This is an optimization exercise on Yosys and OpenROAD, whose aim is small area, not a production implementation.
Function was checked by simulation only, so behaviour that the tests miss may differ from the original.
The clock port is modelled as an ideal driver, which makes a skipped or thinned clock tree look cheaper than it is; a real chip needs a root buffer or a tree.
No activity file was given, so power comes from the tool's default toggle rates.

Design MusicBox, start of the top module:
module MusicBox(clk,rst,out,debug,control);
input  clk,rst;
input  [7:0] control;
output out;
output [7:0] debug;
reg out;
reg [3:0]  clk_dur;
reg [2:0]  clk_tune;
reg [14:0] cnt;
reg [6:0]  pos;
reg [12:0] tune;
function [2:0] inc3;
  input [2:0] x;
  integer i;
  reg c;
  begin
    c = 1'b1;
    for (i = 0; i < 3; i = i + 1) begin
      inc3[i] = x[i] ^ c;
      c = c & x[i];
    end
  end
endfunction
function [3:0] inc4;
  input [3:0] x;
  integer i;
  reg c;
  begin
    c = 1'b1;
    for (i = 0; i < 4; i = i + 1) begin
      inc4[i] = x[i] ^ c;
      c = c & x[i];
    end
  end
endfunction
function [6:0] inc7;
  input [6:0] x;
  integer i;
  reg c;
  begin
    c = 1'b1;
    for (i = 0; i < 7; i = i + 1) begin
      inc7[i] = x[i] ^ c;
      c = c & x[i];
    end
  end
endfunction
function [14:0] inc15;
  input [14:0] x;
  integer i;
  reg c;
  begin
    c = 1'b1;
    for (i = 0; i < 15; i = i + 1) begin
      inc15[i] = x[i] ^ c;
      c = c & x[i];
    end
  end
endfunction
function [12:0] inc13;
  input [12:0] x;
  integer i;
  reg c;
  begin
    c = 1'b1;
    for (i = 0; i < 13; i = i + 1) begin
      inc13[i] = x[i] ^ c;
      c = c & x[i];
    end
  end
endfunction
function [1:0] inc2;
  input [1:0] x;
  inc2 = {x[1] ^ x[0], ~x[0]};
endfunction
reg [3:0] ti;
always @(*)
  case (pos)
      7'd0: ti = 4'd1;
      7'd1: ti = 4'd2;
      7'd2: ti = 4'd3;
      7'd3: ti = 4'd0;
      7'd4: ti = 4'd3;
      7'd5: ti = 4'd0;
      7'd6: ti = 4'd3;
      7'd7: ti = 4'd4;
      7'd8: ti = 4'd5;
      7'd9: ti = 4'd0;
      7'd10: ti = 4'd5;
      7'd11: ti = 4'd0;
      7'd12: ti = 4'd5;
      7'd13: ti = 4'd6;
      7'd14: ti = 4'd4;
      7'd15: ti = 4'd0;
      7'd16: ti = 4'd4;
      7'd17: ti = 4'd0;
      7'd18: ti = 4'd3;
      7'd19: ti = 4'd2;
      7'd20: ti = 4'd2;
      7'd21: ti = 4'd3;
      7'd22: ti = 4'd0;
      7'd23: ti = 4'd0;
      7'd32: ti = 4'd1;
      7'd33: ti = 4'd2;
      7'd34: ti = 4'd3;
      7'd35: ti = 4'd0;
      7'd36: ti = 4'd3;
      7'd37: ti = 4'd0;
      7'd38: ti = 4'd3;
      7'd39: ti = 4'd4;
      7'd40: ti = 4'd5;
      7'd41: ti = 4'd0;
      7'd42: ti = 4'd5;
      7'd43: ti = 4'd0;
      7'd44: ti = 4'd5;
      7'd45: ti = 4'd6;
      7'd46: ti = 4'd4;
      7'd47: ti = 4'd0;
      7'd48: ti = 4'd4;
      7'd49: ti = 4'd0;
      7'd50: ti = 4'd3;
      7'd51: ti = 4'd2;
      7'd52: ti = 4'd2;
  ...
Size: roughly 360 cells after synthesis, roughly 43 flip-flops, roughly 19 I/O pins, ~0.0033 mm² of cells after synthesis.
clock: 10.0 ns
lec_check: 0
cap_margin: 20
core_margin: 2
core_utilization: 40
slew_margin: 20
run.sh (not shown) runs the stock make flow with config.mk's settings and CLKGATE_MAP_FILE= SYNTH_SCRIPT=/design/flow/synth_recipe.tcl, a recipe that flattens the netlist after the stock synthesis.
The starting point produced a clean layout.
Change:
==> flow/flow/run.sh (new file) <==
#!/bin/bash
# Own layout flow: the standard flow (standard.sh) with three changes:
#  - synthesis maps logic with an area-oriented ABC script (flow/synth.tcl, flow/area.abc);
#  - port buffers use the smallest buffer cell;
#  - the clock tree uses small clock buffers and no dummy loads.
set -euo pipefail
W=$(pwd)
sed "s#SYNTH_SCRIPT=[^ ]*#SYNTH_SCRIPT=$W/flow/synth.tcl#" standard.sh > own_standard.sh
bash own_standard.sh \
  "BUFFER_PORTS_ARGS=-buffer_cell sky130_fd_sc_hd__buf_1" \
  "CTS_ARGS=-sink_clustering_enable -repair_clock_nets -dont_use_dummy_load -root_buf sky130_fd_sc_hd__clkbuf_8 -buf_list sky130_fd_sc_hd__clkbuf_4" \
  finish > own_flow.log 2>&1
==> flow/flow/area.abc (new file) <==
strash
&get -n
&fraig -x
&put
scorr
dc2
strash
&get -n
&dch -f
&nf -R 1000
&put
==> flow/flow/synth.tcl (new file) <==
# The standard synthesis (synth_recipe.tcl), except for the technology mapping:
# no half/full adder extraction, and ABC maps with the area-oriented script area.abc.
set own_dir [file dirname [file normalize [info script]]]
proc synth {args} { yosys synth -nofsm -noshare {*}$args }
proc abc {args} {
  set i [lsearch -exact $args -script]
  if {$i >= 0} { lset args [expr {$i + 1}] [file join $::own_dir area.abc] }
  yosys abc {*}$args
}
set ::env(ADDER_MAP_FILE) ""
source $::env(SCRIPTS_DIR)/synth.tcl
# left out here: clear keep_hierarchy, flatten, clean up, hide names made inside functions, write 1_2_yosys.v
==> flow/standard.sh (new file) <==
#!/bin/bash
# synth_recipe.tcl (not shown) runs the flow's synth.tcl, then flattens the netlist and writes it again
# the make line also repeats each setting of config.mk as NAME=value (left out here)
make -C /OpenROAD-flow-scripts/flow DESIGN_CONFIG=/design/flow/config.mk WORK_HOME=/design/flow/orfs CLKGATE_MAP_FILE= SYNTH_SCRIPT=/design/flow/synth_recipe.tcl "${@:-finish}"
removed: flow/run.sh
Result: Power is lower by 39%; synthesized cell count is lower by 26%; sequential cell count does not change; clock skew barely changes; global-route usage is higher by 0.82 points; clock power is lower by 39%; via count is lower by 23%; register-to-register slack improves by 590 ps.
Change:
==> flow/flow/run.sh (replaced) <==
#!/bin/bash
# Own layout flow: the standard flow (standard.sh) with three changes:
#  - synthesis maps logic with an area-oriented ABC script (flow/synth.tcl, flow/area.abc)
#    and without the half/full adder extraction;
#  - port buffers use the smallest buffer cell;
#  - the clock tree has no dummy loads, and after CTS flow/post_cts.tcl feeds the leaf clock
#    buffers straight from the clock port and sizes them down where slew allows.
# make's full output goes to own_flow.log; each ORFS step keeps its own log under orfs/logs.
set -euo pipefail
W=$(pwd)
sed "s#SYNTH_SCRIPT=[^ ]*#SYNTH_SCRIPT=$W/flow/synth.tcl#" standard.sh > own_standard.sh
bash own_standard.sh \
  "BUFFER_PORTS_ARGS=-buffer_cell sky130_fd_sc_hd__buf_1" \
  "CTS_ARGS=-sink_clustering_enable -repair_clock_nets -dont_use_dummy_load -buf_list sky130_fd_sc_hd__clkbuf_8" \
  "POST_CTS_TCL=$W/flow/post_cts.tcl" \
  finish > own_flow.log 2>&1
==> flow/flow/area.abc (replaced) <==
strash
&get -n
&deepsyn -T 60
&put
strash
&get -n
&dch -f
&nf -R 1000
&put
==> flow/flow/post_cts.tcl (new file) <==
set root [get_cells -quiet clkbuf_0_clk]
if {[llength $root] == 1} {
  set in_net [get_nets -of_objects [get_pins clkbuf_0_clk/A]]
  set out_net [get_nets -of_objects [get_pins clkbuf_0_clk/X]]
  set loads [get_pins -quiet -of_objects $out_net -filter "direction==input"]
  set leaves_only 1
  foreach pin $loads {
    if {![string match clkbuf_* [get_name [get_cells -of_objects $pin]]]} { set leaves_only 0 }
  }
  if {[llength $loads] <= 4 && $leaves_only} {
    foreach pin $loads {
      disconnect_pin $out_net $pin
      connect_pin $in_net $pin
    }
    disconnect_pin $in_net [get_pins clkbuf_0_clk/A]
    delete_instance $root
    delete_net $out_net
  }
}

proc leaf_slew {leaf} {
  set net [get_nets -of_objects [get_pins [get_name $leaf]/X]]
  set worst 0.0
  foreach p [get_pins -of_objects $net -filter "direction==input"] {
    set s [get_property $p slew_max]
    if {$s > $worst} { set worst $s }
  }
  return $worst
}

set slew_target 0.095
estimate_parasitics -placement
foreach leaf [get_cells -quiet clkbuf_*] {
  set orig [get_property $leaf ref_name]
  foreach size {sky130_fd_sc_hd__clkbuf_2 sky130_fd_sc_hd__clkbuf_4} {
    replace_cell $leaf $size
    estimate_parasitics -placement
    if {[leaf_slew $leaf] <= $slew_target} { break }
    replace_cell $leaf $orig
    estimate_parasitics -placement
  }
  puts "clock leaf [get_name $leaf]: [get_property $leaf ref_name], slew [leaf_slew $leaf]"
}
Settings changed: CORE_UTILIZATION 40 to 60.
- count of clock-buffer cells in the layout shrinks by 1
- die area decreases by 35%
- clock power drops by 23%
- total power fell by 9.5%
- global-route usage went up by 7.4 points
- core utilization increases by 23 points
- final area falls by 6.4%
Change:
==> flow/flow/run.sh (replaced) <==
#!/bin/bash
# Own layout flow: the standard flow (standard.sh) with three changes:
#  - synthesis maps logic with an area-oriented ABC script (flow/synth.tcl, flow/area.abc);
#  - port buffers use the smallest buffer cell;
#  - the clock tree uses small clock buffers and no dummy loads.
set -euo pipefail
W=$(pwd)
sed "s#SYNTH_SCRIPT=[^ ]*#SYNTH_SCRIPT=$W/flow/synth.tcl#" standard.sh > own_standard.sh
bash own_standard.sh \
  "BUFFER_PORTS_ARGS=-buffer_cell sky130_fd_sc_hd__buf_1" \
  "CTS_ARGS=-sink_clustering_enable -repair_clock_nets -dont_use_dummy_load -root_buf sky130_fd_sc_hd__clkbuf_16 -buf_list sky130_fd_sc_hd__clkbuf_16 -sink_clustering_size 64 -sink_clustering_max_diameter 400 -sink_clustering_levels 1" \
  finish > own_flow.log 2>&1
==> flow/flow/area.abc (replaced) <==
strash
&get -n
&fraig -x
&put
scorr
dc2
strash
&get -n
&dch -f
&nf -R 1000
&put
Settings changed: CORE_UTILIZATION 60 to 40.
removed: flow/flow/post_cts.tcl
Outcome: The changed run finished clean; routed wire length increases by 6.7%; sequential power hardly moves; worst setup slack improved by 330 ps; clock-buffer cell count goes up by 1; synthesized area rose by 4.6%; cell count climbs by about 14%; first-iteration DRC count falls by about 40%.
Change:
==> flow/flow/run.sh (replaced) <==
#!/bin/bash
# Own layout flow: the standard flow (standard.sh) with three changes:
#  - synthesis maps logic with an area-oriented ABC script (flow/synth.tcl, flow/area.abc)
#    and without the half/full adder extraction;
#  - port buffers use the smallest buffer cell;
#  - the clock tree has no dummy loads.
# make's full output goes to own_flow.log; each ORFS step keeps its own log under orfs/logs.
set -euo pipefail
W=$(pwd)
sed "s#SYNTH_SCRIPT=[^ ]*#SYNTH_SCRIPT=$W/flow/synth.tcl#" standard.sh > own_standard.sh
bash own_standard.sh \
  "BUFFER_PORTS_ARGS=-buffer_cell sky130_fd_sc_hd__buf_1" \
  "CTS_ARGS=-sink_clustering_enable -repair_clock_nets -dont_use_dummy_load -buf_list sky130_fd_sc_hd__clkbuf_8" \
  finish > own_flow.log 2>&1
==> flow/flow/area.abc (replaced) <==
strash
&get -n
&deepsyn -T 60
&put
strash
&get -n
&dch -f
&nf -R 1000
&put
Sequential share of layout area goes up by 3.0 points.
Combinational power goes down by 24%.
Wire length goes down by 7.2%.
Worst setup slack is worse by 400 ps.
Cell area goes down by 6.6%.
Global-route usage goes down by 0.85 points.
First-iteration DRC count goes down by 56%.
Via count goes down by 7.1%.
Utilization goes down by 0.24 points.
Synthesized cell count goes down by 6.4%.
Area after synthesis goes down by 4.4%.

MusicBox again, from the RTL that the note above started with.
clock: 10.0 ns
lec_check: 0
cap_margin: 20
core_margin: 2
core_utilization: 40
slew_margin: 20
standard.sh (not shown) runs the stock make flow with config.mk's settings and CLKGATE_MAP_FILE= SYNTH_SCRIPT=/design/flow/synth_recipe.tcl, a recipe that flattens the netlist after the stock synthesis.
==> flow/flow/run.sh <==
#!/bin/bash
# Own layout flow: the standard flow (standard.sh) with three changes:
#  - synthesis maps logic with an area-oriented ABC script (flow/synth.tcl, flow/area.abc);
#  - port buffers use the smallest buffer cell;
#  - the clock tree uses small clock buffers and no dummy loads.
set -euo pipefail
W=$(pwd)
sed "s#SYNTH_SCRIPT=[^ ]*#SYNTH_SCRIPT=$W/flow/synth.tcl#" standard.sh > own_standard.sh
bash own_standard.sh \
  "BUFFER_PORTS_ARGS=-buffer_cell sky130_fd_sc_hd__buf_1" \
  "CTS_ARGS=-sink_clustering_enable -repair_clock_nets -dont_use_dummy_load -buf_list sky130_fd_sc_hd__clkbuf_8 -sink_clustering_size 50 -sink_clustering_max_diameter 200" \
  finish > own_flow.log 2>&1
==> flow/flow/area.abc <==
strash
&get -n
&fraig -x
&put
scorr
dc2
strash
&get -n
&dch -f
&nf -R 1000
&put
==> flow/flow/synth.tcl <==
# The standard synthesis (synth_recipe.tcl), except for the technology mapping:
# no half/full adder extraction, and ABC maps with the area-oriented script area.abc.
set own_dir [file dirname [file normalize [info script]]]
proc synth {args} { yosys synth -nofsm -noshare {*}$args }
proc abc {args} {
  set i [lsearch -exact $args -script]
  if {$i >= 0} { lset args [expr {$i + 1}] [file join $::own_dir area.abc] }
  yosys abc {*}$args
}
set ::env(ADDER_MAP_FILE) ""
source $::env(SCRIPTS_DIR)/synth.tcl
# left out here: clear keep_hierarchy, flatten, clean up, hide names made inside functions, write 1_2_yosys.v
==> next run, changes <==
--- a/flow/flow/run.sh
+++ b/flow/flow/run.sh
@@ -10,3 +10,3 @@
   "BUFFER_PORTS_ARGS=-buffer_cell sky130_fd_sc_hd__buf_1" \
-  "CTS_ARGS=-sink_clustering_enable -repair_clock_nets -dont_use_dummy_load -buf_list sky130_fd_sc_hd__clkbuf_8 -sink_clustering_size 50 -sink_clustering_max_diameter 200" \
+  "CTS_ARGS=-sink_clustering_enable -repair_clock_nets -dont_use_dummy_load -buf_list sky130_fd_sc_hd__clkbuf_4" \
   finish > own_flow.log 2>&1
--- a/flow/config.mk
+++ b/flow/config.mk
@@ -9,3 +9,3 @@
 export CORE_MARGIN = 2
-export CORE_UTILIZATION = 40
+export CORE_UTILIZATION = 75
 export SLEW_MARGIN = 20
=> Worst setup slack loses 91 ps; design area came out lower by 3.2%; total power goes down by 6.5%.
==> next run, changes <==
--- a/flow/config.mk
+++ b/flow/config.mk
@@ -9,3 +9,3 @@
 export CORE_MARGIN = 2
-export CORE_UTILIZATION = 75
+export CORE_UTILIZATION = 60
 export SLEW_MARGIN = 20
After rerunning: Utilization falls by 15 points. Non-clock buffer count does not change. Die area increases by 23%. Via count goes down by 4.4%. Synthesized cell count is unchanged. Global-route usage fell by 6.6 points. Sequential cell count does not change.

## job 2326
Another version of the RTL of MusicBox (not shown whole).
Size in the first run: about 230 cells after synthesis, ~19 I/O pins, ~2100 sq um of cells after synthesis.
==> flow/design.v (excerpt) <==
module MusicBox(clk,rst,out,debug,control);
input  clk,rst;
input  [7:0] control;
output out;
output [7:0] debug;
reg out;
reg [3:0]  clk_dur;
reg [2:0]  clk_tune;
reg [14:0] cnt;
reg [6:0]  pos;
localparam [6:0] POS0 = 7'd8;
reg [12:0] tune;
function [2:0] inc3;
  input [2:0] x;
  integer i;
  reg c;
  begin
    c = 1'b1;
    for (i = 0; i < 3; i = i + 1) begin
      inc3[i] = x[i] ^ c;
      c = c & x[i];
    end
  end
endfunction
function [3:0] inc4;
  input [3:0] x;
  integer i;
  reg c;
  begin
    c = 1'b1;
    for (i = 0; i < 4; i = i + 1) begin
      inc4[i] = x[i] ^ c;
      c = c & x[i];
    end
  end
endfunction
function [6:0] inc7;
  input [6:0] x;
  integer i;
  reg c;
  begin
    c = 1'b1;
    for (i = 0; i < 7; i = i + 1) begin
      inc7[i] = x[i] ^ c;
      c = c & x[i];
    end
  end
endfunction
function [14:0] inc15;
  input [14:0] x;
  integer i;
  reg c;
  begin
    c = 1'b1;
    for (i = 0; i < 15; i = i + 1) begin
      inc15[i] = x[i] ^ c;
      c = c & x[i];
    end
  end
endfunction
function [12:0] inc13;
  input [12:0] x;
  integer i;
  reg c;
  begin
    c = 1'b1;
    for (i = 0; i < 13; i = i + 1) begin
      inc13[i] = x[i] ^ c;
      c = c & x[i];
    end
  end
endfunction
reg [3:0] ti;
always @(*)
  case (pos)
      7'd0: ti = 4'd1;
      7'd1: ti = 4'd2;
      7'd2: ti = 4'd3;
      7'd3: ti = 4'd0;
      7'd4: ti = 4'd3;
      7'd5: ti = 4'd0;
      7'd6: ti = 4'd3;
      7'd7: ti = 4'd4;
      7'd8: ti = 4'd1;
      7'd9: ti = 4'd2;
      7'd10: ti = 4'd3;
      7'd11: ti = 4'd0;
      7'd12: ti = 4'd3;
      7'd13: ti = 4'd0;
      7'd14: ti = 4'd3;
      7'd15: ti = 4'd4;
      7'd16: ti = 4'd5;
      7'd17: ti = 4'd0;
      7'd18: ti = 4'd5;
      7'd19: ti = 4'd0;
      7'd20: ti = 4'd5;
      7'd21: ti = 4'd6;
      7'd22: ti = 4'd4;
      7'd23: ti = 4'd0;
      7'd24: ti = 4'd4;
  ...
export LEC_CHECK = 0
export CAP_MARGIN = 5
export CORE_MARGIN = 2
export CORE_UTILIZATION = 60
export SLEW_MARGIN = 5
create_clock -name core_clock -period 10.0 [get_ports {clk}]
==> flow/flow/run.sh <==
#!/bin/bash
set -euo pipefail
W=$(pwd)
sed "s#SYNTH_SCRIPT=[^ ]*#SYNTH_SCRIPT=$W/flow/synth.tcl#" standard.sh > own_standard.sh
bash own_standard.sh \
  "BUFFER_PORTS_ARGS=-buffer_cell sky130_fd_sc_hd__buf_1" \
  "CTS_ARGS=-sink_clustering_enable -repair_clock_nets -dont_use_dummy_load -buf_list sky130_fd_sc_hd__clkbuf_8" \
  "POST_CTS_TCL=$W/flow/post_cts.tcl" \
  finish > own_flow.log 2>&1
Other scripts of this flow, unchanged in this note and not shown: flow/flow/post_cts.tcl, flow/flow/synth.tcl
[inputs] job 7821 vs job 2326
-- flow/config.mk --
<<< job 2326, line 7
export LEC_CHECK = 0
export CAP_MARGIN = 5
export CORE_MARGIN = 2
export CORE_UTILIZATION = 60
export SLEW_MARGIN = 5
>>> job 7821, line 7
export LEC_CHECK = 0
export CAP_MARGIN = 20
export CORE_MARGIN = 2
export CORE_UTILIZATION = 60
export SLEW_MARGIN = 20
[summary]
Diff job 7821..job 2326 | number of synthesized flops with an enable pin | unchanged
Looking at job 2326 and job 7821, the cell area is a wash.
As far as register area goes, job 7821 and job 2326 are indistinguishable; the numbers are identical.
Comparing job 2326 with job 7821, the hold slack came out essentially unchanged.
Diff job 2326..job 7821 | flip-flop and latch count | unchanged
Die area: job 2326 vs job 7821 identical
Compared job 2326 against job 7821; overall power after layout within noise.
Number of buffers and inverters on the critical path came out exactly the same in job 2326 and job 7821.
Job 2326 and job 7821 ended up with nearly the same static power due to leakage.
Job 2326 -> job 7821: routed wire length flat
No run of this note takes its clock network from TritonCTS; it comes from the design's own scripts or RTL.

==> port drivers added, routing unchanged <==
In the flow no input, the clock included, has a driving cell. The finished layouts below were timed again as built, in two steps.
Step 1 assumes that a clkbuf_16 drives the clock port and a buf_2 every other input.
Step 2 moves the port delays by t, midway between the first and last clock arrival at a register: inputs arrive t later, outputs are due t later. That takes back most of the time a late clock gives input paths.
a / b / c = ideal ports / drivers / drivers and shift; a / b = the first two.
run	t (ns)	setup slack, ns	clock arrival spread, ns
the first run of note 1	0.323	4.000 / 3.970 / 4.293	0.013 / 0.013
the second run of note 1	0.311	4.985 / 4.956 / 4.682	0.013 / 0.013
the third run of note 1	0.193	4.646 / 4.597 / 4.789	0.018 / 0.019
the fourth run of note 1	0.308	4.973 / 4.966 / 4.670	0.007 / 0.007
the fifth run of note 1	0.314	4.572 / 4.547 / 4.861	0.025 / 0.026
the first run of note 2	0.311	4.985 / 4.956 / 4.682	0.013 / 0.013
the second run of note 2	0.363	4.894 / 4.871 / 4.661	0.030 / 0.030
the third run of note 2	0.346	4.888 / 4.864 / 4.637	0.032 / 0.032
job 2326	0.191	4.957 / 4.913 / 5.103	0.017 / 0.017
job 7821	0.191	4.957 / 4.913 / 5.103	0.017 / 0.017
After both steps setup and hold are still met in every run listed.
